From an optimization exercise on the open Yosys and OpenROAD flow, aimed at small area; shortcuts taken in it are not production practice.
At most, simulation tests tie the RTL to the original design; equivalence was not proved.
Function not checked in run 1: the RTL went through the layout flow alone.
Power is estimated from default activity; no workload was simulated.

==> flow/config.mk <==
export PLATFORM = sky130hd
export DESIGN_NAME = WaveGenerator
export DESIGN_NICKNAME = WaveGenerator
export VERILOG_FILES = /design/flow/design.v
export SDC_FILE = /design/flow/constraint.sdc
export NUM_CORES = 4
export LEC_CHECK = 0
export CAP_MARGIN = 20
export CORE_MARGIN = 2
export CORE_UTILIZATION = 40
export SETUP_SLACK_MARGIN = -0.3
export SLEW_MARGIN = 20
==> flow/constraint.sdc <==
create_clock -name core_clock -period 6.0 [get_ports {clk}]
set_input_delay 1.2000 -clock core_clock [delete_from_list [all_inputs] [get_ports {clk}]]
set_output_delay 1.2000 -clock core_clock [all_outputs]
set_load 0.01 [all_outputs]
==> flow/design.v <==
module NCO #(N = 32, B = 4)(
  input clk,
  input rst,                  
  input [N-1:0] ctrl,         
  output reg [15:0] sin_out   
);
function automatic [N-1:0] add;
  input [N-1:0] a, b;
  integer i, k;
  reg c, G, P;
  reg [N-1:0] g, p;
  begin
    g = a & b;
    p = a ^ b;
    c = 1'b0;
    for (k = 0; k < N; k = k + B) begin
      G = 1'b0; P = 1'b1;
      for (i = k; i < k + B; i = i + 1) begin
        G = g[i] | (p[i] & G);
        P = P & p[i];
      end
      for (i = k; i < k + B; i = i + 1) begin
        add[i] = p[i] ^ c;
        c = g[i] | (p[i] & c);
      end
      c = G | (P & c);
    end
  end
endfunction
reg [N-1:0] phase;
reg [7:0] ph1, ph2;
always @(posedge clk) begin
  if (rst)
    phase <= {N{1'b0}};
  else
    phase <= add(phase, ctrl);
  ph1 <= phase[N-1:N-8];
  ph2 <= ph1;
end
reg [5:0] sin_lut_sel;
reg [15:0] sin_lut_val;
always @(*) begin
  sin_lut_sel = ph2[6] ? ~(ph2[5:0]-1'b1) : ph2[5:0];
  if (ph2[6] & ~|ph2[5:0]) begin
    sin_out = ph2[7] ? 16'b10000000_00000001 : 16'b01111111_11111111;
  end else begin
    sin_out = ph2[7] ? (~sin_lut_val+1'b1) : sin_lut_val;
  end
  case(sin_lut_sel)
    6'h00 : sin_lut_val = 16'h0000;
    6'h01 : sin_lut_val = 16'h0324;
    6'h02 : sin_lut_val = 16'h0648;
    6'h03 : sin_lut_val = 16'h096A;
    6'h04 : sin_lut_val = 16'h0C8C;
    6'h05 : sin_lut_val = 16'h0FAB;
    6'h06 : sin_lut_val = 16'h12C8;
    6'h07 : sin_lut_val = 16'h15E2;
    6'h08 : sin_lut_val = 16'h18F9;
    6'h09 : sin_lut_val = 16'h1C0B;
    6'h0A : sin_lut_val = 16'h1F1A;
    6'h0B : sin_lut_val = 16'h2223;
    6'h0C : sin_lut_val = 16'h2528;
    6'h0D : sin_lut_val = 16'h2826;
    6'h0E : sin_lut_val = 16'h2B1F;
    6'h0F : sin_lut_val = 16'h2E11;
    6'h10 : sin_lut_val = 16'h30FB;
    6'h11 : sin_lut_val = 16'h33DF;
    6'h12 : sin_lut_val = 16'h36BA;
    6'h13 : sin_lut_val = 16'h398C;
    6'h14 : sin_lut_val = 16'h3C56;
    6'h15 : sin_lut_val = 16'h3F17;
    6'h16 : sin_lut_val = 16'h41CE;
    6'h17 : sin_lut_val = 16'h447A;
    6'h18 : sin_lut_val = 16'h471C;
    6'h19 : sin_lut_val = 16'h49B4;
    6'h1A : sin_lut_val = 16'h4C3F;
    6'h1B : sin_lut_val = 16'h4EBF;
    6'h1C : sin_lut_val = 16'h5133;
    6'h1D : sin_lut_val = 16'h539B;
    6'h1E : sin_lut_val = 16'h55F5;
    6'h1F : sin_lut_val = 16'h5842;
    6'h20 : sin_lut_val = 16'h5A82;
    6'h21 : sin_lut_val = 16'h5CB3;
    6'h22 : sin_lut_val = 16'h5ED7;
    6'h23 : sin_lut_val = 16'h60EB;
    6'h24 : sin_lut_val = 16'h62F1;
    6'h25 : sin_lut_val = 16'h64E8;
    6'h26 : sin_lut_val = 16'h66CF;
    6'h27 : sin_lut_val = 16'h68A6;
    6'h28 : sin_lut_val = 16'h6A6D;
    6'h29 : sin_lut_val = 16'h6C23;
    6'h2A : sin_lut_val = 16'h6DC9;
    6'h2B : sin_lut_val = 16'h6F5E;
    6'h2C : sin_lut_val = 16'h70E2;
    6'h2D : sin_lut_val = 16'h7254;
    6'h2E : sin_lut_val = 16'h73B5;
    6'h2F : sin_lut_val = 16'h7504;
    6'h30 : sin_lut_val = 16'h7641;
    6'h31 : sin_lut_val = 16'h776B;
    6'h32 : sin_lut_val = 16'h7884;
    6'h33 : sin_lut_val = 16'h7989;
    6'h34 : sin_lut_val = 16'h7A7C;
    6'h35 : sin_lut_val = 16'h7B5C;
    6'h36 : sin_lut_val = 16'h7C29;
    6'h37 : sin_lut_val = 16'h7CE3;
    6'h38 : sin_lut_val = 16'h7D89;
    6'h39 : sin_lut_val = 16'h7E1D;
    6'h3A : sin_lut_val = 16'h7E9C;
    6'h3B : sin_lut_val = 16'h7F09;
    6'h3C : sin_lut_val = 16'h7F61;
    6'h3D : sin_lut_val = 16'h7FA6;
    6'h3E : sin_lut_val = 16'h7FD8;
    6'h3F : sin_lut_val = 16'h7FF5;
  endcase
end
endmodule
module Chirp #(N = 32, B = 4)(
  input clk,
  input rst,
  input [7:0] delay,           
  input reverse,               
  input [N-1:0] min_ctrl,      
  input [N-1:0] max_ctrl,      
  input [N-1:0] inc_rate,      
  input [N-1:0] div_rate,      
  output reg nco_reset,        
  output reg [N-1:0] nco_ctrl  
);
function automatic ge;
  input [N-1:0] a, b;
  integer i, k;
  reg c, G, T;
  begin
    c = 1'b1;
    for (k = 0; k < N; k = k + B) begin
      G = 1'b0; T = 1'b1;
      for (i = k; i < k + B; i = i + 1) begin
        G = (a[i] & ~b[i]) | ((a[i] | ~b[i]) & G);
        T = T & (a[i] | ~b[i]);
      end
      c = G | (T & c);
    end
    ge = c;
  end
endfunction
function automatic [N-1:0] add;
  input [N-1:0] a, b;
  input ci;
  integer i, k;
  reg c, G, P;
  reg [N-1:0] g, p;
  begin
    g = a & b;
    p = a ^ b;
    c = ci;
    for (k = 0; k < N; k = k + B) begin
      G = 1'b0; P = 1'b1;
      for (i = k; i < k + B; i = i + 1) begin
        G = g[i] | (p[i] & G);
        P = P & p[i];
      end
      for (i = k; i < k + B; i = i + 1) begin
        add[i] = p[i] ^ c;
        c = g[i] | (p[i] & c);
      end
      c = G | (P & c);
    end
  end
endfunction
function automatic [N-1:0] dec;
  input [N-1:0] a;
  integer i, k;
  reg c, P;
  begin
    c = 1'b1;
    for (k = 0; k < N; k = k + B) begin
      P = ~|a[k +: B];
      for (i = k; i < k + B; i = i + 1) begin
        dec[i] = a[i] ^ c;
        c = c & ~a[i];
      end
      c = P & c;
    end
  end
endfunction
wire [N-1:0] stt_ctrl = reverse ? max_ctrl : min_ctrl;
wire end_flag = reverse ? ge(min_ctrl, nco_ctrl) : ge(nco_ctrl, max_ctrl);
reg [N-1:0] rate_count_n;     
reg [7:0] delay_count;
wire step = ge(~div_rate, rate_count_n);
wire [N-1:0] nco_step = add(nco_ctrl, inc_rate ^ {N{reverse}}, reverse);
always @(posedge clk) begin
  if (rst) begin
    rate_count_n <= {N{1'b1}};
    delay_count <= 8'b0;
    nco_reset <= 1'b1;
    nco_ctrl <= {N{1'b0}};
  end else begin
    if (end_flag) begin
      nco_ctrl <= stt_ctrl;
      rate_count_n <= dec(rate_count_n);
    end else if (step) begin
      nco_ctrl <= nco_step;
      rate_count_n <= {N{1'b1}};
    end else
      rate_count_n <= dec(rate_count_n);
    if (end_flag) begin
      if (delay_count >= delay)
        delay_count <= 8'b0;
      else
        delay_count <= delay_count + 1'b1;
    end
    nco_reset <= |delay_count;
  end
end
endmodule
module WaveGenerator #(N = 32, M = 16)(
  input clk,
  input rst,
  input chirp_reverse,             
  input [7:0] chirp_delay,         
  input [N-1:0] chirp_min_ctrl,    
  input [N-1:0] chirp_max_ctrl,    
  input [N-1:0] chirp_inc_rate,    
  input [N-1:0] chirp_div_rate,    
  output [M-1:0] waveform          
);
wire chirp_nco_reset;
wire [N-1:0] chirp_nco_ctrl;
NCO #(.N(N)) NCO0 (
  .clk     ( clk             ),
  .rst     ( chirp_nco_reset ),
  .ctrl    ( chirp_nco_ctrl  ),
  .sin_out ( waveform        )
);
Chirp #(.N(N)) Chirp0 (
  .clk       ( clk             ),
  .rst       ( rst             ),
  .delay     ( chirp_delay     ),
  .reverse   ( chirp_reverse   ),
  .min_ctrl  ( chirp_min_ctrl  ),
  .max_ctrl  ( chirp_max_ctrl  ),
  .inc_rate  ( chirp_inc_rate  ),
  .div_rate  ( chirp_div_rate  ),
  .nco_reset ( chirp_nco_reset ),
  .nco_ctrl  ( chirp_nco_ctrl  )
);
endmodule
==> flow/flow/run.sh <==
#!/bin/bash
# Standard ORFS layout, with these changes:
#  - synthesis maps logic with an area-oriented ABC script (flow/abc.script)
#    and leaves adders as plain logic (no full/half-adder cells); registers
#    are the standard synthesis's (same passes up to mapping, same names)
#  - ports are buffered with the smallest buffer
set -u
W=$(pwd)
export MY_ABC_SCRIPT=$W/flow/abc.script
export MY_NO_FA=1
bash standard.sh SYNTH_SCRIPT=$W/flow/my_synth.tcl \
  BUFFER_PORTS_ARGS="-buffer_cell sky130_fd_sc_hd__buf_1" \
  CTS_ARGS="-sink_clustering_enable -repair_clock_nets -dont_use_dummy_load -buf_list sky130_fd_sc_hd__clkbuf_8" finish > standard.log 2>&1
==> flow/flow/abc.script <==
strash
ifraig
dch
map -D 5000
topo
upsize -c
dnsize -c
topo
stime -c
==> flow/flow/my_synth.tcl <==
proc synth {args} { yosys synth -nofsm -noshare {*}$args }
if { [info exists ::env(MY_ABC_SCRIPT)] && $::env(MY_ABC_SCRIPT) ne "" } {
  proc abc {args} {
    set i [lsearch -exact $args -script]
    if { $i >= 0 } { set args [lreplace $args $i [expr {$i + 1}] -script $::env(MY_ABC_SCRIPT)] }
    set i [lsearch -exact $args -D]
    if { $i >= 0 && [info exists ::env(MY_ABC_D)] } { set args [lreplace $args $i [expr {$i + 1}] -D $::env(MY_ABC_D)] }
    puts "my abc: $args"
    if { [info exists ::env(MY_ABC_KEEP_SCRIPT)] && [info exists ::env(SYNTH_KEEP_MODULES)] } {
      set kargs $args
      set i [lsearch -exact $kargs -script]
      set kargs [lreplace $kargs $i [expr {$i + 1}] -script $::env(MY_ABC_KEEP_SCRIPT)]
      foreach m $::env(SYNTH_KEEP_MODULES) {
        yosys abc {*}$kargs $m
      }
      yosys abc {*}$args $::env(DESIGN_NAME)
    } else {
      yosys abc {*}$args
    }
  }
}
if { [info exists ::env(MY_NO_FA)] && $::env(MY_NO_FA) eq "1" } {
  proc extract_fa {args} { puts "extract_fa skipped" }
}
source $::env(SCRIPTS_DIR)/synth.tcl
# left out here: clear keep_hierarchy, flatten, clean up, hide names made inside functions, write 1_2_yosys.v
==> flow/standard.sh <==
#!/bin/bash
# synth_recipe.tcl (not shown) runs the flow's synth.tcl, then flattens the netlist and writes it again
# the make line also repeats each setting of config.mk as NAME=value (left out here)
make -C /OpenROAD-flow-scripts/flow DESIGN_CONFIG=/design/flow/config.mk WORK_HOME=/design/flow/orfs CLKGATE_MAP_FILE= SYNTH_SCRIPT=/design/flow/synth_recipe.tcl "${@:-finish}"
==> impl_metrics.py, run 1 <==
metrics = {
    "outcome": {
        "status": "failed layout checks",
        "failed_checks": "negative setup slack",
    },
    "synth": {
        "synth-seq-cells": 121,
        "syn_area_um2": 8780,
        "yosysMostFrequentCell": "nand2_1",
        "synthFlopType": "dfxtp_1",
        "yosysSeqAreaShare": 0.276,
        "syn_inst": 1359,
        "synth.area.top_cells": "dfxtp_1, nand2_1, clkinv_1",
        "yosysTopAreaCellShare": 0.276,
        "syn-num-nets": 1498,
        "ys_types": 43,
        "yosys_warnings": 2,
        "async_reset_ff_frac": 0,
        "synth_edf_count": 0,
        "yosysTopAreaCell": "dfxtp_1",
        "syn_area_per_cell_um2": 6.46,
        "synthTopCellsByCount": "nand2_1, clkinv_1, nor2_1",
    },
    "timing": {
        "setup_viol": 3,
        "min_period_over_period": 1.04,
        "min_period_ps": 6220,
        "layout_setup_ws_ps": -224,
        "tightest_slew_ps": 836,
        "finalHoldViolCount": 0,
        "fin_skew_ps": 30.3,
        "maxSlewHeadroom": 0.439,
        "fmax_ghz": 0.161,
        "whs_ps": 313,
        "rsz0062_at_grt": "yes",
        "slew_violations": 0,
    },
    "setup_path": {
        "regToRegSetupSlack_ps": 170,
        "crit_path_max_fanout": 4,
        "worstSetupEndpointType": "flip-flop",
        "r2r-start": "Chirp0.nco_ctrl[1]$_SDFFE_PP0P_",
        "cp_slowest_cell": "a21o_1",
        "r2r_end": "Chirp0.nco_ctrl[30]$_SDFFE_PP0P_",
        "critPathKind": "primary input to flip-flop",
        "cpMostUsedCell": "nand2_2",
        "reg2reg_depth": 50,
        "critPathArrivalTime_ps": 6510,
        "crit_path_max_incr_delay_ps": 200,
        "required_ps": 6290,
        "startpoint_type": "primary input",
    },
    "power_and_ir_drop": {
        "comb_power_share": 0.380,
        "clock_power_share": 0.225,
        "sw_frac_of_total": 0.378,
        "power_density_nw_per_um2": 223,
        "p_seq_frac": 0.396,
        "p_sw_mw": 0.882,
        "p_int_mw": 1.45,
        "p_leak_nw": 3.98,
        "ir_worst_vdd_uv": 107,
    },
    "hold_path": {
        "worstHoldPathType": "flip-flop to flip-flop",
        "holdPathStages": 0,
        "worstHoldEndpoint": "NCO0.ph2[6]$_DFF_P_",
        "hold_path_startpoint": "NCO0.ph1[6]$_DFF_P_",
    },
    "drt": {
        "top_layer_used": "met4",
        "drt-initial-drc-count": 485,
        "drtPass1Iterations": 5,
        "wirelength_um": 25100,
        "wl_met3_um": 1370,
        "vias": 9769,
        "drcViolationCount": 0,
        "drtAntennaViolNets": 0,
        "via_per_inst": 5.23,
        "wl_met2_um": 11500,
        "m1WireLength_um": 11900,
        "wire_per_inst_um": 13.4,
    },
    "floorplanning": {
        "placementRows": 54,
        "die_w_um": 152,
        "start_util": 0.405,
        "ios": 155,
        "die_h_um": 152,
        "core_um2": 21700,
        "fp.dieArea_um2": 23100,
    },
    "layout": {
        "final_cells": 1867,
        "final-seq-area_um2": 2420,
        "fillers": 2318,
        "nets": 1728,
        "diodes": 0,
        "syn_to_final_growth_pct": 19.4,
        "multi_input_area_um2": 5830,
        "layout-drive-gt1-share": 0.0951,
    },
    "grt": {
        "antenna_found_initial": 0,
        "grt_pass1_vias": 8926,
        "overflow": 0,
        "grt_pass1_wl_um": 41600,
        "grt_usage": 0.212,
        "grt_max_degree": 44,
    },
    "clock_network": {
        "cts-htree-levels": 4,
        "cts.sinks": 121,
        "cts_buffers": 17,
        "cts_buffer_depth": 2,
        "cts_hold_buf": 0,
        "cts_tree": "built",
        "cts.clk_slew.worst_paths_ps": 60,
        "root_buffer": "clkbuf_8",
        "insertion_delay_ps": 430,
    },
    "place": {
        "numPortBuffers": 154,
        "dp_hpwl_um": 19100,
        "gp_congestion": 0.890,
        "placed_cells": 1838,
    },
    "run": {
        "maxCapViolCount": 0,
    },
}
[metrics by stage]
stage	setup slack, ps	util	area [um^2]	TNS [ps]	power (mW)
after CTS	-181	0.474	10300	-289	2.32
after global placement	-475	0.464	10100	-1280	1.78
final	-224	0.483	10500	-524	2.34
after global routing	-699	0.483	10500	-3320	2.51
after floorplan	-163	-	8780	-235	1.50
after detailed placement	-637	0.464	10100	-2170	1.79
[kinds of logic (layout without fill, tap and decap cells)]
group | after synthesis | count (layout) | synth area share
xor+xnor | 82 | 82 | 0.0818
buf+inv | 164 | 392 | 0.0701
simple gates | 590 | 590 | 0.286
fa+ha+maj | 2 | 2 | 0.00228
compound gates | 400 | 400 | 0.283
flops | 121 | 121 | 0.276
[worst max path at each step]
stage	startpoint	endpoint	cells after the start
after floorplan	chirp_reverse	Chirp0.nco_ctrl[31]$_SDFFE_PP0P_	50
after global placement	chirp_reverse	Chirp0.nco_ctrl[31]$_SDFFE_PP0P_	51
after detailed placement	chirp_reverse	Chirp0.nco_ctrl[31]$_SDFFE_PP0P_	51
after CTS	chirp_reverse	Chirp0.nco_ctrl[31]$_SDFFE_PP0P_	51
after global routing	chirp_inc_rate[1]	Chirp0.nco_ctrl[31]$_SDFFE_PP0P_	51
final	chirp_reverse	Chirp0.nco_ctrl[30]$_SDFFE_PP0P_	51
[layer usage]
metal	global-route usage	vias to the layer above
met4	0.0512	0
met3	0.0432	20
met5	0	-
met2	0.357	222
li1	-	5154
met1	0.280	4373
[critical path: cells and delay by family]
kind | cells | cell delay (ps)
simple gates | 24 | 2060
xor+xnor | 1 | 120
buf+inv | 4 | 480
compound gates | 22 | 2640
[flip-flops by register name (all words and copies together) (netlist names)]
signal / cells
Chirp0.nco_ctrl: 32
Chirp0.rate_count_n: 32
NCO0.phase: 32
Chirp0.delay_count: 8
NCO0.ph1: 8
NCO0.ph2: 8
Chirp0.nco_reset: 1
[layout by cell type (no fill, tap or decap), types with 37 or more instances in the layout]
master and n:
xor2_1 50, nand2_1 295, buf_1 151, buf_4 56, nor2_1 150, a21oi_1 84
a31oi_1 37, dfxtp_1 120, o211ai_1 42, o21ai_0 110, clkinv_1 163, nand3_1 48
[power by group through the flow]
stage / Clock [mW] / Combinational (mW) / Sequential [mW]
3_5_place_dp: 0 / 0.850 / 0.941
2_1_floorplan: 0 / 0.576 / 0.925
6_report: 0.525 / 0.887 / 0.924
3_3_place_gp: 0 / 0.844 / 0.939
5_1_grt: 0.578 / 0.998 / 0.934
4_1_cts: 0.545 / 0.853 / 0.924
[area by class of cell]
| type | instances | area share |
|---|---|---|
| clock buffer | 17 | 0.0223 |
| inverter | 164 | 0.0587 |
| multi-input combinational | 1074 | 0.556 |
| sequential | 121 | 0.231 |
| tap | 280 | 0.0334 |
| timing repair buffer | 211 | 0.0982 |
[timing repair]
action,CTS,global route
buffers inserted,0,12
gates resized for setup,0,28
setup endpoints to repair,0,7
==> run 2: changes to the inputs <==
--- a/flow/design.v
+++ b/flow/design.v
@@ -1,2 +1,2 @@
-module NCO #(N = 32, B = 4)(
+module NCO #(N = 32, B = 8)(
   input clk,
@@ -116,3 +116,3 @@
 endmodule
-module Chirp #(N = 32, B = 4)(
+module Chirp #(N = 32, B = 8)(
   input clk,
--- a/flow/flow/run.sh
+++ b/flow/flow/run.sh
@@ -12,2 +12,2 @@
   BUFFER_PORTS_ARGS="-buffer_cell sky130_fd_sc_hd__buf_1" \
-  CTS_ARGS="-sink_clustering_enable -repair_clock_nets -dont_use_dummy_load -buf_list sky130_fd_sc_hd__clkbuf_8" finish > standard.log 2>&1
+  CTS_ARGS="-sink_clustering_enable -repair_clock_nets -dont_use_dummy_load -buf_list sky130_fd_sc_hd__clkbuf_8 -sink_clustering_size 30 -sink_clustering_max_diameter 200" finish > standard.log 2>&1
--- a/flow/config.mk
+++ b/flow/config.mk
@@ -10,3 +10,3 @@
 export CORE_UTILIZATION = 40
-export SETUP_SLACK_MARGIN = -0.3
+export CTS_BUF_LIST = sky130_fd_sc_hd__clkbuf_4 sky130_fd_sc_hd__clkbuf_8
 export SLEW_MARGIN = 20
==> run 2 against run 1 <==
Net effect: now clean on timing, DRC and antenna; hold slack better by 9.7 ps; via count up 2.0%; cell count up 0.64%; clock power about the same; count of clock-buffer cells in the layout unchanged; non-clock buffer count down 31; area after synthesis up 1.3%; first-iteration DRC count down 5.6%; sequential power up 0.8%; die area up 1.3%.
==> impl_metrics.py, run 2 <==
metrics = {
    "outcome": {
        "status": "no timing/DRC/antenna violations",
    },
    "setup_path": {
        "crit_path_max_incr_delay_ps": 220,
        "regToRegSetupSlack_ps": 680,
        "cp_slowest_cell": "xor2_1",
        "r2r-start": "Chirp0.rate_count_n[0]$_SDFF_PP1_",
        "required_ps": 6350,
        "critPathLaunch": "chirp_reverse",
        "cp-endpoint": "Chirp0.nco_ctrl[31]$_SDFFE_PP0P_",
        "reg2reg_depth": 44,
        "critPathArrivalTime_ps": 5930,
        "cpMostUsedCell": "nand2_2",
        "critPathKind": "primary input to flip-flop",
        "worstSetupEndpointType": "flip-flop",
        "startpoint_type": "primary input",
        "r2r_end": "Chirp0.rate_count_n[31]$_SDFF_PP1_",
        "crit_path_max_fanout": 9,
    },
    "drt": {
        "wire_per_inst_um": 13.8,
        "drtPass1Iterations": 4,
        "vias": 9963,
        "drcViolationCount": 0,
        "drt-initial-drc-count": 458,
        "wirelength_um": 26000,
        "via_per_inst": 5.30,
        "drtAntennaViolNets": 0,
    },
    "layout": {
        "layout_commonest_cell": "nand2_1",
        "syn_to_final_growth_pct": 17.2,
        "reg_top3": "Chirp0.nco_ctrl x32, Chirp0.rate_count_n x32, NCO0.phase x32",
        "layout-drive-gt1-share": 0.114,
        "fin_area_um2": 10400,
        "final_cell_mix": "nand2_1, clkinv_1, buf_1",
        "nets": 1739,
    },
    "floorplanning": {
        "start_util": 0.408,
        "placementRows": 54,
        "fp.dieArea_um2": 23400,
        "core_um2": 21800,
        "ios": 155,
        "die_w_um": 153,
        "die_h_um": 153,
    },
    "clock_network": {
        "insertion_delay_ps": 450,
        "cts-htree-levels": 4,
        "cts.clk_slew.worst_paths_ps": 60,
        "cts.sinks": 121,
        "cts_buffers": 17,
        "cts_tree": "built",
        "cts_buffer_depth": 2,
        "root_buffer": "clkbuf_8",
    },
    "power_and_ir_drop": {
        "power_density_nw_per_um2": 229,
        "comb_power_share": 0.390,
        "p_seq_frac": 0.390,
        "p_sw_mw": 0.941,
        "clock_power_share": 0.220,
        "sw_frac_of_total": 0.394,
        "p_leak_nw": 4.04,
        "p_int_mw": 1.45,
        "power.total_mw": 2.39,
        "ir_worst_vdd_uv": 127,
    },
    "synth": {
        "syn-num-nets": 1540,
        "yosysSeqAreaShare": 0.272,
        "synth-seq-cells": 121,
        "yosysMostFrequentCell": "nand2_1",
        "synth_edf_count": 0,
        "syn_inst": 1401,
        "synth.area.top_cells": "dfxtp_1, nand2_1, clkinv_1",
        "syn_area_um2": 8890,
        "syn_area_per_cell_um2": 6.35,
        "yosys_warnings": 2,
        "yosysTopAreaCellShare": 0.272,
        "synthFlopType": "dfxtp_1",
        "async_reset_ff_frac": 0,
        "ys_types": 43,
        "yosysTopAreaCell": "dfxtp_1",
        "synthTopCellsByCount": "nand2_1, clkinv_1, nor2_1",
    },
    "grt": {
        "grt_max_degree": 51,
        "grtUsageMet3": 0.0388,
        "grt_usage": 0.220,
        "grt_pass1_wl_um": 43200,
        "busiest_layer": "met2",
        "met1_usage": 0.281,
        "grt_pass1_vias": 9218,
        "overflow": 0,
        "use_met2": 0.372,
        "antenna_found_initial": 1,
    },
    "timing": {
        "setup_viol": 0,
        "min_period_ps": 5580,
        "layout_setup_ws_ps": 416,
        "fmax_ghz": 0.179,
        "maxSlewHeadroom": 0.412,
        "fin_skew_ps": 38.8,
        "rsz0062_at_grt": "yes",
        "min_period_over_period": 0.931,
        "tightest_slew_ps": 877,
        "finalHoldViolCount": 0,
        "whs_ps": 323,
        "slew_violations": 0,
    },
    "place": {
        "placed_area_um2": 9990,
        "gp_congestion": 0.957,
        "place_ws_ps": -49.3,
        "numPortBuffers": 154,
        "dp_hpwl_um": 19700,
    },
    "run": {
        "maxCapViolCount": 0,
    },
    "hold_path": {
        "hold_path_startpoint": "NCO0.ph1[5]$_DFF_P_",
        "worstHoldPathType": "flip-flop to flip-flop",
        "holdPathStages": 0,
    },
}
run 2: how the worst min path moves through the flow:
stage,end
floorplan,NCO0.ph2[0]$_DFF_P_
global placement,NCO0.ph2[6]$_DFF_P_
detailed placement,NCO0.ph2[4]$_DFF_P_
CTS,NCO0.ph2[5]$_DFF_P_
global route,NCO0.ph2[3]$_DFF_P_
finish,NCO0.ph2[5]$_DFF_P_
run 2: cells by family after synthesis:
group | share of synthesized area
flip-flops | 0.272
AO/OA/AOI/OAI | 0.265
AND/OR/NAND/NOR | 0.315
XOR/XNOR | 0.0680
buffers and inverters | 0.0764
adder cells (fa/ha/maj) | 0.00338
run 2: power by group through the flow:
stage / clock network, mW / logic [mW] / registers (mW)
6_report: 0.526 / 0.934 / 0.931
5_1_grt: 0.582 / 1.06 / 0.942
4_1_cts: 0.550 / 0.918 / 0.931
3_5_place_dp: 0 / 0.915 / 0.948
3_3_place_gp: 0 / 0.913 / 0.946
2_1_floorplan: 0 / 0.645 / 0.930
run 2: metrics by stage:
stage	utilization	setup TNS [ps]	instances
3_3_place_gp	0.458	0	1856
6_report	0.478	0	1879
3_5_place_dp	0.458	-73.1	1856
2_1_floorplan	-	0	1401
4_1_cts	0.469	0	1874
5_1_grt	0.478	-124	1879
run 2: routing by layer:
metal | part of all wire | vias up
li1 | - | 5207
met2 | 0.47 | 282
met4 | 0.022 | 0
met1 | 0.46 | 4427
met5 | 0 | -
met3 | 0.054 | 47
run 2: final cells by class:
type,instances,area (um^2)
inverters,181,679
clock buffers,17,234
flip-flops and latches,121,2430
multi-input cells,1099,5950
fillers,2303,11400
well taps,280,350
diodes,1,2.50
repair buffers,180,779
run 2: what timing repair did:
action | CTS | global route
hold buffers | 0 | 0
resized for setup | 3 | 64
gates cloned | 0 | 0
endpoints found under the hold margin | 0 | 0
buffers inserted | 1 | 4
pin swaps | 2 | 12
setup endpoints to repair | 1 | 12
run 2: critical path, delay by kind of cell:
| family | cells | cell delay (ps) |
|---|---|---|
| buffers and inverters | 2 | 290 |
| xor gates and xnor gates | 2 | 410 |
| and+or+nand+nor | 49 | 3080 |
| AOI/OAI and AO/OA | 6 | 960 |
==> run 3: changes to the inputs <==
--- a/flow/flow/run.sh
+++ b/flow/flow/run.sh
@@ -12,2 +12,2 @@
   BUFFER_PORTS_ARGS="-buffer_cell sky130_fd_sc_hd__buf_1" \
-  CTS_ARGS="-sink_clustering_enable -repair_clock_nets -dont_use_dummy_load -buf_list sky130_fd_sc_hd__clkbuf_8 -sink_clustering_size 30 -sink_clustering_max_diameter 200" finish > standard.log 2>&1
+  CTS_ARGS="-sink_clustering_enable -repair_clock_nets -dont_use_dummy_load -buf_list sky130_fd_sc_hd__clkbuf_8 -sink_buffer_max_cap_derate 1.0" finish > standard.log 2>&1
==> run 3 against run 2 <==
Net effect: setup slack did not move; clock power barely moved; cell count did not move; critical path depth did not move; critical path type unchanged; via count unchanged; combinational power hardly changed; die area unchanged; synthesized cell count is the same.
==> impl_metrics.py, run 3 <==
metrics = {
    "place": {
        "placed_cells": 1856,
        "placed_area_um2": 9990,
        "dp_hpwl_um": 19700,
        "gp_congestion": 0.957,
        "numPortBuffers": 154,
    },
    "floorplanning": {
        "placementRows": 54,
        "core_um2": 21800,
        "ios": 155,
        "fp.dieArea_um2": 23400,
        "die_w_um": 153,
        "start_util": 0.408,
        "die_h_um": 153,
    },
    "clock_network": {
        "cts.clk_slew.worst_paths_ps": 60,
        "cts.sinks": 121,
        "cts_buffer_depth": 2,
        "cts_tree": "built",
        "cts_hold_buf": 0,
        "cts-htree-levels": 4,
        "cts_buffers": 17,
        "root_buffer": "clkbuf_8",
        "insertion_delay_ps": 450,
    },
    "layout": {
        "fillers": 2303,
        "reg_top3": "Chirp0.nco_ctrl x32, Chirp0.rate_count_n x32, NCO0.phase x32",
        "syn_to_final_growth_pct": 17.2,
        "fin_area_um2": 10400,
        "layout_commonest_cell": "nand2_1",
        "final-seq-area_um2": 2430,
        "layout-drive-gt1-share": 0.114,
        "final_cells": 1879,
        "final_cell_mix": "nand2_1, clkinv_1, buf_1",
        "nets": 1739,
        "multi_input_area_um2": 5950,
    },
    "synth": {
        "yosys_warnings": 2,
        "syn-num-nets": 1540,
        "async_reset_ff_frac": 0,
        "yosysTopAreaCell": "dfxtp_1",
        "synth_compound_area_frac": 0.265,
        "muxShareOfSynthArea": 0,
        "synth.area.top_cells": "dfxtp_1, nand2_1, clkinv_1",
        "synth-seq-cells": 121,
        "synth-xor-area-share": 0.0680,
        "syn_inst": 1401,
        "syn_area_per_cell_um2": 6.35,
        "yosys.area_share.simple": 0.315,
        "synth_top_family_by_area": "simple AND/OR/NAND/NOR gates",
        "synthAdderAreaFrac": 0.00338,
        "ys_types": 43,
        "synthFlopType": "dfxtp_1",
        "yosysSeqAreaShare": 0.272,
        "synthTopCellsByCount": "nand2_1, clkinv_1, nor2_1",
        "yosysMostFrequentCell": "nand2_1",
        "synth_edf_count": 0,
        "yosysTopAreaCellShare": 0.272,
        "syn_area_um2": 8890,
    },
    "drt": {
        "vias": 9963,
        "drcViolationCount": 0,
        "drt-initial-drc-count": 458,
        "wirelength_um": 26000,
        "drtAntennaViolNets": 0,
        "wire_per_inst_um": 13.8,
        "drtPass1Iterations": 4,
        "via_per_inst": 5.30,
    },
    "setup_path": {
        "critPathKind": "primary input to flip-flop",
        "r2r-start": "Chirp0.rate_count_n[0]$_SDFF_PP1_",
        "cp.depth": 59,
        "reg2reg_depth": 44,
        "crit_path_max_incr_delay_ps": 220,
        "critPathArrivalTime_ps": 5930,
        "worstSetupEndpointType": "flip-flop",
        "startpoint_type": "primary input",
        "crit_path_max_fanout": 9,
        "cp_slowest_cell": "xor2_1",
        "r2r_end": "Chirp0.rate_count_n[31]$_SDFF_PP1_",
        "cpMostUsedCell": "nand2_2",
        "timing.critical_path.buf_inv": 2,
        "regToRegSetupSlack_ps": 680,
        "required_ps": 6350,
        "crit_family": "simple AND/OR/NAND/NOR gates",
    },
    "power_and_ir_drop": {
        "clock_power_share": 0.220,
        "p_leak_nw": 4.04,
        "p_sw_mw": 0.941,
        "p_int_mw": 1.45,
        "power_density_nw_per_um2": 229,
        "comb_power_share": 0.390,
        "ir_worst_vdd_uv": 127,
        "sw_frac_of_total": 0.394,
        "p_seq_frac": 0.390,
    },
    "timing": {
        "fmax_ghz": 0.179,
        "slew_violations": 0,
        "min_period_ps": 5580,
        "min_period_over_period": 0.931,
        "setup_viol": 0,
        "finalHoldViolCount": 0,
        "tightest_slew_ps": 877,
        "maxSlewHeadroom": 0.412,
        "fin_skew_ps": 38.8,
        "rsz0062_at_grt": "yes",
    },
    "outcome": {
        "status": "no timing/DRC/antenna violations",
    },
    "hold_path": {
        "worstHoldEndpoint": "NCO0.ph2[5]$_DFF_P_",
        "holdPathStages": 0,
        "hold_path_startpoint": "NCO0.ph1[5]$_DFF_P_",
        "worstHoldPathType": "flip-flop to flip-flop",
    },
    "grt": {
        "grt_max_degree": 51,
        "grt_usage": 0.220,
        "overflow": 0,
        "grt_pass1_vias": 9218,
        "grt_pass1_wl_um": 43200,
        "antenna_found_initial": 1,
    },
    "run": {
        "maxCapViolCount": 0,
    },
}
[run 3: cell counts after synthesis]
No cell type changed its count.
[run 3: repair_timing]
action,4_1_cts,5_1_grt
gates resized for setup,3,64
endpoints found under the setup margin,1,12
setup buffers,1,4
gates cloned,0,0
pin swaps,2,12
[run 3: power by group through the flow]
stage | sequential (mW) | combinational [mW] | clock [mW]
after global placement | 0.946 | 0.913 | 0
after floorplan | 0.930 | 0.645 | 0
after global routing | 0.942 | 1.06 | 0.582
after CTS | 0.931 | 0.918 | 0.550
final | 0.931 | 0.934 | 0.526
after detailed placement | 0.948 | 0.915 | 0
[run 3: cell families (layout without fill, tap and decap cells)]
family                     Yosys count  after routing
xor gates and xnor gates            69             69
adders and majority gates            3              3
other                                0              1
DFF                                121            121
and+or+nand+nor                    646            646
buffers and inverters              181            378
AOI/OAI and AO/OA                  381            381
[run 3: how the worst max path moves through the flow]
stage / startpoint / endpoint
global route: Chirp0.nco_ctrl[0]$_SDFFE_PP0P_ / NCO0.phase[31]$_SDFF_PP0_
global placement: chirp_reverse / Chirp0.nco_ctrl[31]$_SDFFE_PP0P_
finish: chirp_reverse / Chirp0.nco_ctrl[31]$_SDFFE_PP0P_
detailed placement: chirp_reverse / Chirp0.nco_ctrl[31]$_SDFFE_PP0P_
CTS: Chirp0.rate_count_n[1]$_SDFF_PP1_ / Chirp0.rate_count_n[31]$_SDFF_PP1_
floorplan: chirp_reverse / Chirp0.nco_ctrl[31]$_SDFFE_PP0P_
[run 3: cell type report]
| cell class | count | area share |
|---|---|---|
| Tap cell | 280 | 0.0336 |
| Sequential cell | 121 | 0.233 |
| Timing Repair Buffer | 180 | 0.0748 |
| Antenna cell | 1 | 0.000240 |
| Multi-Input combinational cell | 1099 | 0.571 |
| Clock buffer | 17 | 0.0224 |
| Inverter | 181 | 0.0652 |
[run 3: metrics by stage]
stage / utilization / worst slack (ps) / hold slack [ps] / power [mW] / TNS, ps
floorplan: - / 471 / 310 / 1.58 / 0
global placement: 0.458 / 98.1 / 311 / 1.86 / 0
detailed placement: 0.458 / -49.3 / 312 / 1.86 / -73.1
CTS: 0.469 / 28.9 / 324 / 2.40 / 0
global route: 0.478 / -71.3 / 327 / 2.58 / -124
finish: 0.478 / 416 / 323 / 2.39 / 0
[run 3: routing by layer]
metal	share of wire	up-vias	global-route usage
li1	-	5207	-
met1	0.46	4427	0.281
met2	0.47	282	0.372
met3	0.054	47	0.0388
met4	0.022	0	0.0767
met5	0	-	0
[run 3: worst register-to-register path, delay by kind of cell, from the launching register on]
kind / cells / cell delay [ps]
AO/OA/AOI/OAI: 2 / 200
buffers and inverters: 12 / 880
AND/OR/NAND/NOR: 30 / 3770
flip-flops: 1 / 340
==> run 4: changes to the inputs <==
--- a/flow/flow/run.sh
+++ b/flow/flow/run.sh
@@ -11,3 +11,2 @@
 bash standard.sh SYNTH_SCRIPT=$W/flow/my_synth.tcl \
-  BUFFER_PORTS_ARGS="-buffer_cell sky130_fd_sc_hd__buf_1" \
-  CTS_ARGS="-sink_clustering_enable -repair_clock_nets -dont_use_dummy_load -buf_list sky130_fd_sc_hd__clkbuf_8 -sink_buffer_max_cap_derate 1.0" finish > standard.log 2>&1
+  BUFFER_PORTS_ARGS="-buffer_cell sky130_fd_sc_hd__buf_1" finish > standard.log 2>&1
==> run 4 against run 3 <==
Net effect: still clean; first-iteration DRC count up 3.7%; sequential power about the same; fmax up 0.49%; clock power up 37%; largest cell class unchanged; highest routed layer unchanged.
==> impl_metrics.py, run 4 <==
metrics = {
    "grt": {
        "grt_pass1_vias": 9305,
        "overflow": 0,
        "grt_usage": 0.221,
        "grt_max_degree": 51,
        "grt_pass1_wl_um": 43500,
        "antenna_found_initial": 1,
    },
    "power_and_ir_drop": {
        "sw_frac_of_total": 0.405,
        "clock_power_share": 0.279,
        "p_seq_frac": 0.359,
        "ir_worst_vdd_uv": 128,
        "power_density_nw_per_um2": 245,
        "power.total_mw": 2.59,
        "p_leak_nw": 4.10,
        "p_int_mw": 1.54,
        "p_sw_mw": 1.05,
        "comb_power_share": 0.361,
    },
    "layout": {
        "final_util": 0.485,
        "nets": 1738,
        "layout-drive-gt1-share": 0.124,
        "fin_area_um2": 10600,
        "reg_top3": "Chirp0.nco_ctrl x32, Chirp0.rate_count_n x32, NCO0.phase x32",
        "layout_commonest_cell": "nand2_1",
        "syn_to_final_growth_pct": 18.9,
        "final_cell_mix": "nand2_1, clkinv_1, buf_1",
        "fillers": 2294,
    },
    "place": {
        "numPortBuffers": 154,
        "placed_area_um2": 9990,
        "place_ws_ps": -49.3,
        "dp_hpwl_um": 19700,
        "gp_congestion": 0.957,
    },
    "floorplanning": {
        "start_util": 0.408,
        "die_h_um": 153,
        "core_um2": 21800,
        "placementRows": 54,
        "ios": 155,
        "fp.dieArea_um2": 23400,
        "die_w_um": 153,
    },
    "timing": {
        "min_period_ps": 5560,
        "maxSlewHeadroom": 0.398,
        "rsz0062_at_grt": "yes",
        "min_period_over_period": 0.926,
        "fmax_ghz": 0.180,
        "layout_setup_ws_ps": 443,
        "finalHoldViolCount": 0,
        "tightest_slew_ps": 897,
        "fin_skew_ps": 18.1,
        "slew_violations": 0,
        "setup_viol": 0,
    },
    "clock_network": {
        "cts_buffers": 17,
        "insertion_delay_ps": 450,
        "cts.clk_slew.worst_paths_ps": 80,
        "cts_tree": "built",
        "cts-htree-levels": 4,
        "cts_hold_buf": 0,
        "root_buffer": "clkbuf_8",
        "cts_buffer_depth": 2,
        "cts.sinks": 121,
    },
    "setup_path": {
        "crit_path_max_incr_delay_ps": 220,
        "timing.critical_path.buf_inv": 2,
        "cpMostUsedCell": "nand2_2",
        "r2r-start": "Chirp0.rate_count_n[0]$_SDFF_PP1_",
        "required_ps": 6370,
        "startpoint_type": "primary input",
        "cp_slowest_cell": "xor2_1",
        "crit_family": "simple AND/OR/NAND/NOR gates",
        "critPathArrivalTime_ps": 5930,
        "critPathKind": "primary input to flip-flop",
        "critPathLaunch": "chirp_reverse",
        "crit_path_max_fanout": 9,
        "worstSetupEndpointType": "flip-flop",
    },
    "synth": {
        "synth-seq-cells": 121,
        "synthFlopType": "dfxtp_1",
        "yosysMostFrequentCell": "nand2_1",
        "syn_area_per_cell_um2": 6.35,
        "yosys_warnings": 2,
        "synth.area.top_cells": "dfxtp_1, nand2_1, clkinv_1",
        "ys_types": 43,
        "muxShareOfSynthArea": 0,
        "yosysTopAreaCellShare": 0.272,
        "yosysSeqAreaShare": 0.272,
        "syn_area_um2": 8890,
        "synthAdderAreaFrac": 0.00338,
        "synth_edf_count": 0,
        "syn_inst": 1401,
        "syn-num-nets": 1540,
        "yosys.area_share.simple": 0.315,
        "yosysTopAreaCell": "dfxtp_1",
        "synth_compound_area_frac": 0.265,
        "synth_top_family_by_area": "simple AND/OR/NAND/NOR gates",
        "synth-xor-area-share": 0.0680,
        "synthTopCellsByCount": "nand2_1, clkinv_1, nor2_1",
        "async_reset_ff_frac": 0,
    },
    "drt": {
        "wirelength_um": 26200,
        "vias": 10040,
        "via_per_inst": 5.30,
        "wire_per_inst_um": 13.9,
        "drtPass1Iterations": 5,
        "drtAntennaViolNets": 0,
        "drt-initial-drc-count": 475,
        "drcViolationCount": 0,
    },
    "outcome": {
        "status": "no timing/DRC/antenna violations",
    },
    "hold_path": {
        "hold_path_startpoint": "NCO0.ph1[3]$_DFF_P_",
        "worstHoldPathType": "flip-flop to flip-flop",
    },
    "run": {
        "maxCapViolCount": 0,
    },
}
==> run 4: cell types whose count changed in the layout (fill, tap and decap cells not counted) <==
| cell | before | now |
|---|---|---|
| buf_4 | 25 | 24 |
| clkinvlp_4 | 0 | 3 |
| bufinv_16 | 0 | 1 |
| nand2_1 | 284 | 281 |
| dfxtp_1 | 118 | 117 |
| inv_8 | 0 | 1 |
| dfxtp_2 | 2 | 3 |
| inv_6 | 0 | 8 |
| nand2_2 | 69 | 72 |
| clkinv_4 | 0 | 2 |
==> run 4: final cells by class <==
type	count	area, um^2	area share
sequential	121	2430	0.230
clock inverter	15	151	0.0143
clock buffer	17	234	0.0221
multi-input combinational	1099	5960	0.563
antenna	1	2.50	0.000237
tap	280	350	0.0331
inverter	181	679	0.0642
timing repair buffer	179	772	0.0730
==> run 4: final timing paths <==
check             depth (start not counted)  slack [ps]                                 end
hold / removal                            0         330                 NCO0.ph2[3]$_DFF_P_
setup / recovery                         59         440    Chirp0.nco_ctrl[31]$_SDFFE_PP0P_
hold reg to reg                           0         330                 NCO0.ph2[3]$_DFF_P_
setup reg to reg                         44         690  Chirp0.rate_count_n[31]$_SDFF_PP1_
==> run 4: power groups by stage <==
stage	registers, mW	clock network [mW]	logic (mW)
2_1_floorplan	0.930	0	0.645
3_3_place_gp	0.946	0	0.913
3_5_place_dp	0.948	0	0.915
4_1_cts	0.929	0.745	0.920
5_1_grt	0.941	0.784	1.06
6_report	0.930	0.723	0.935
==> run 4: worst register-to-register path, delay by kind of cell, from the launching register on <==
family / cells / cell delay, ps
AND/OR/NAND/NOR: 30 / 3770
buffers and inverters: 12 / 880
flip-flops: 1 / 350
AO/OA/AOI/OAI: 2 / 200
==> run 4: stage by stage <==
stage	instances	hold WS (ps)	TNS (ps)
6_report	1893	328	0
5_1_grt	1893	332	-201
4_1_cts	1889	329	0
3_5_place_dp	1856	312	-73.1
3_3_place_gp	1856	311	0
2_1_floorplan	1401	310	0
==> run 4: cells by family (layout without fill, tap and decap cells) <==
kind of cell,Yosys count,in the layout
buf+inv,181,392
compound gates,381,381
simple gates,646,646
flops,121,121
fa+ha+maj,3,3
xor+xnor,69,69
other cells,0,1
==> run 4: timing repair <==
item / 4_1_cts / 5_1_grt
pin swaps: 2 / 13
gates resized for setup: 3 / 68
endpoints found under the setup margin: 2 / 12
setup buffers: 1 / 3
==> run 4: per-layer routing <==
metal	GRT usage	wire, um	vias to the layer above
li1	-	-	5226
met1	0.281	12000	4477
met2	0.376	12300	298
met3	0.0408	1360	39
met4	0.0741	569	0
met5	0	0	-
==> run 5: changes to the inputs <==
--- a/flow/flow/run.sh
+++ b/flow/flow/run.sh
@@ -11,2 +11,3 @@
 bash standard.sh SYNTH_SCRIPT=$W/flow/my_synth.tcl \
-  BUFFER_PORTS_ARGS="-buffer_cell sky130_fd_sc_hd__buf_1" finish > standard.log 2>&1
+  BUFFER_PORTS_ARGS="-buffer_cell sky130_fd_sc_hd__buf_1" \
+  CTS_ARGS="-sink_clustering_enable -repair_clock_nets -dont_use_dummy_load -buf_list sky130_fd_sc_hd__clkbuf_8 -sink_clustering_buffer sky130_fd_sc_hd__clkbuf_4" finish > standard.log 2>&1
--- a/flow/config.mk
+++ b/flow/config.mk
@@ -10,3 +10,2 @@
 export CORE_UTILIZATION = 40
-export CTS_BUF_LIST = sky130_fd_sc_hd__clkbuf_4 sky130_fd_sc_hd__clkbuf_8
 export SLEW_MARGIN = 20
==> run 5 against run 4 <==
Net effect: critical path depth unchanged; clock power fell by 27%; count of clock-buffer cells in the layout unchanged; largest cell class unchanged; via count down 0.77%; largest power group unchanged; hold slack lost 5.1 ps; utilization shrank 0.70 points; non-clock buffer count rose by 1; die area did not move; flip-flop and latch count unchanged; global-route usage shrank 0.14 points; setup slack got worse by 27 ps; register-to-register slack about the same.
==> impl_metrics.py, run 5 <==
metrics = {
    "setup_path": {
        "cpMostUsedCell": "nand2_2",
        "required_ps": 6350,
        "crit_path_max_incr_delay_ps": 220,
        "crit_path_max_fanout": 9,
        "critPathLaunch": "chirp_reverse",
        "critPathKind": "primary input to flip-flop",
        "r2r-start": "Chirp0.rate_count_n[0]$_SDFF_PP1_",
        "startpoint_type": "primary input",
        "critPathArrivalTime_ps": 5930,
        "cp_slowest_cell": "xor2_1",
        "worstSetupEndpointType": "flip-flop",
    },
    "synth": {
        "syn_area_per_cell_um2": 6.35,
        "syn-num-nets": 1540,
        "async_reset_ff_frac": 0,
        "synth.area.top_cells": "dfxtp_1, nand2_1, clkinv_1",
        "synth_edf_count": 0,
        "yosysSeqAreaShare": 0.272,
        "yosysMostFrequentCell": "nand2_1",
        "synthTopCellsByCount": "nand2_1, clkinv_1, nor2_1",
        "syn_inst": 1401,
        "syn_area_um2": 8890,
        "ys_types": 43,
        "synth-seq-cells": 121,
        "yosys_warnings": 2,
        "yosysTopAreaCell": "dfxtp_1",
        "synthFlopType": "dfxtp_1",
        "yosysTopAreaCellShare": 0.272,
    },
    "timing": {
        "layout_setup_ws_ps": 416,
        "min_period_ps": 5580,
        "setup_viol": 0,
        "fin_skew_ps": 38.8,
        "maxSlewHeadroom": 0.412,
        "tightest_slew_ps": 877,
        "rsz0062_at_grt": "yes",
        "fmax_ghz": 0.179,
        "finalHoldViolCount": 0,
        "min_period_over_period": 0.931,
        "slew_violations": 0,
    },
    "clock_network": {
        "cts_hold_buf": 0,
        "cts_tree": "built",
        "cts_buffer_depth": 2,
        "cts.sinks": 121,
        "cts_buffers": 17,
        "root_buffer": "clkbuf_8",
        "cts.clk_slew.worst_paths_ps": 60,
        "cts-htree-levels": 4,
        "insertion_delay_ps": 450,
    },
    "layout": {
        "final-seq-area_um2": 2430,
        "multi_input_area_um2": 5950,
        "final_util": 0.478,
        "reg_top3": "Chirp0.nco_ctrl x32, Chirp0.rate_count_n x32, NCO0.phase x32",
        "final_cell_mix": "nand2_1, clkinv_1, buf_1",
        "layout_commonest_cell": "nand2_1",
        "nets": 1739,
        "final_cells": 1879,
        "syn_to_final_growth_pct": 17.2,
        "fillers": 2303,
        "layout-drive-gt1-share": 0.114,
        "fin_area_um2": 10400,
    },
    "power_and_ir_drop": {
        "power_density_nw_per_um2": 229,
        "power.total_mw": 2.39,
        "ir_worst_vdd_uv": 127,
        "p_leak_nw": 4.04,
    },
    "place": {
        "place_ws_ps": -49.3,
        "gp_congestion": 0.957,
        "numPortBuffers": 154,
        "dp_hpwl_um": 19700,
        "placed_area_um2": 9990,
        "placed_cells": 1856,
    },
    "floorplanning": {
        "core_um2": 21800,
        "die_h_um": 153,
        "placementRows": 54,
        "start_util": 0.408,
        "fp.dieArea_um2": 23400,
        "die_w_um": 153,
        "ios": 155,
    },
    "run": {
        "maxCapViolCount": 0,
    },
    "grt": {
        "overflow": 0,
        "grt_max_degree": 51,
        "antenna_found_initial": 1,
        "grt_pass1_vias": 9218,
        "grt_pass1_wl_um": 43200,
        "grt_usage": 0.220,
    },
    "drt": {
        "drtPass1Iterations": 4,
        "wire_per_inst_um": 13.8,
        "drt-initial-drc-count": 458,
        "drcViolationCount": 0,
        "drtAntennaViolNets": 0,
        "via_per_inst": 5.30,
        "wirelength_um": 26000,
        "vias": 9963,
    },
    "hold_path": {
        "hold_path_startpoint": "NCO0.ph1[5]$_DFF_P_",
        "worstHoldPathType": "flip-flop to flip-flop",
    },
    "outcome": {
        "status": "no timing/DRC/antenna violations",
    },
}
run 5: cell counts after synthesis:
No cell type changed its count.
run 5: report_power, final:
group	switching, mW	internal (mW)
sequential	0.0651	0.866
clock	0.278	0.248
combinational	0.599	0.335
run 5: path summary, 6_finish.rpt:
path,slack (ps),cells past startpoint,endpoint
max,420,59,Chirp0.nco_ctrl[31]$_SDFFE_PP0P_
min,320,0,NCO0.ph2[5]$_DFF_P_
max reg2reg,680,44,Chirp0.rate_count_n[31]$_SDFF_PP1_
min reg2reg,320,0,NCO0.ph2[5]$_DFF_P_
run 5: cell type report:
class,instances,area share
inverter,181,0.0652
multi-input combinational,1099,0.571
antenna,1,0.000240
tap,280,0.0336
clock buffer,17,0.0224
timing repair buffer,180,0.0748
sequential,121,0.233
run 5: metal layers:
layer	vias up	wire length (um)	global-route usage
li1	5207	-	-
met4	0	564	0.0767
met3	47	1410	0.0388
met5	-	0	0
met2	282	12200	0.372
met1	4427	11900	0.281
run 5: critical path: cells and delay by family:
family / cells / cell delay [ps]
AOI/OAI and AO/OA: 6 / 960
and+or+nand+nor: 49 / 3080
buffers and inverters: 2 / 290
xor gates and xnor gates: 2 / 410
run 5: cells by family after synthesis:
family                   Yosys count  share of synthesized area
AO/OA/AOI/OAI                    381                      0.265
XOR/XNOR                          69                     0.0680
adder cells (fa/ha/maj)            3                    0.00338
buffers and inverters            181                     0.0764
flip-flops                       121                      0.272
AND/OR/NAND/NOR                  646                      0.315
run 5: what timing repair did:
item                                    CTS  global route
pin swaps                                 2            12
buffers inserted                          1             4
gates resized for setup                   3            64
endpoints found under the setup margin    1            12
run 5: metrics by stage:
step	hold slack [ps]	TNS (ps)
2_1_floorplan	310	0
3_3_place_gp	311	0
3_5_place_dp	312	-73.1
4_1_cts	324	0
5_1_grt	327	-124
6_report	323	0

afterwards: timing with drivers on the ports:
The flow's constraints put no driver on any port. The routed layouts listed below were extracted and timed again, unchanged, in two steps.
Step 1 (the two cells are an assumption about what drives the block):
set clk [get_ports {clk}]
set_driving_cell -lib_cell sky130_fd_sc_hd__clkbuf_16 $clk
set_driving_cell -lib_cell sky130_fd_sc_hd__buf_2 [delete_from_list [all_inputs] $clk]
Step 2 adds t to the input delays and takes it off the output delays; t is the mean of the earliest and latest rising clock arrival at the registers after step 1. Input paths then give back, and output paths get back, about the clock's delay inside the block.
Slacks: no drivers / after step 1 / after step 2; pairs: no drivers / after step 1.
run | t (ns) | slack for setup (ns) | worst setup path after step 2
run 1 | 0.461 | -0.224 / -0.279 / -0.740 | input to register
run 2 | 0.469 | 0.416 / 0.366 / -0.103 | input to register
run 3 | 0.469 | 0.416 / 0.366 / -0.103 | input to register
run 4 | 0.482 | 0.443 / 0.401 / -0.081 | input to register
run 5 | 0.469 | 0.416 / 0.366 / -0.103 | input to register
With both steps, setup timing fails in run 2, run 3, run 4 and run 5, where it was met with ideal ports. The setup slack of run 4, which loses most, moves by -0.042 ns with the drivers and by -0.524 ns with both steps.
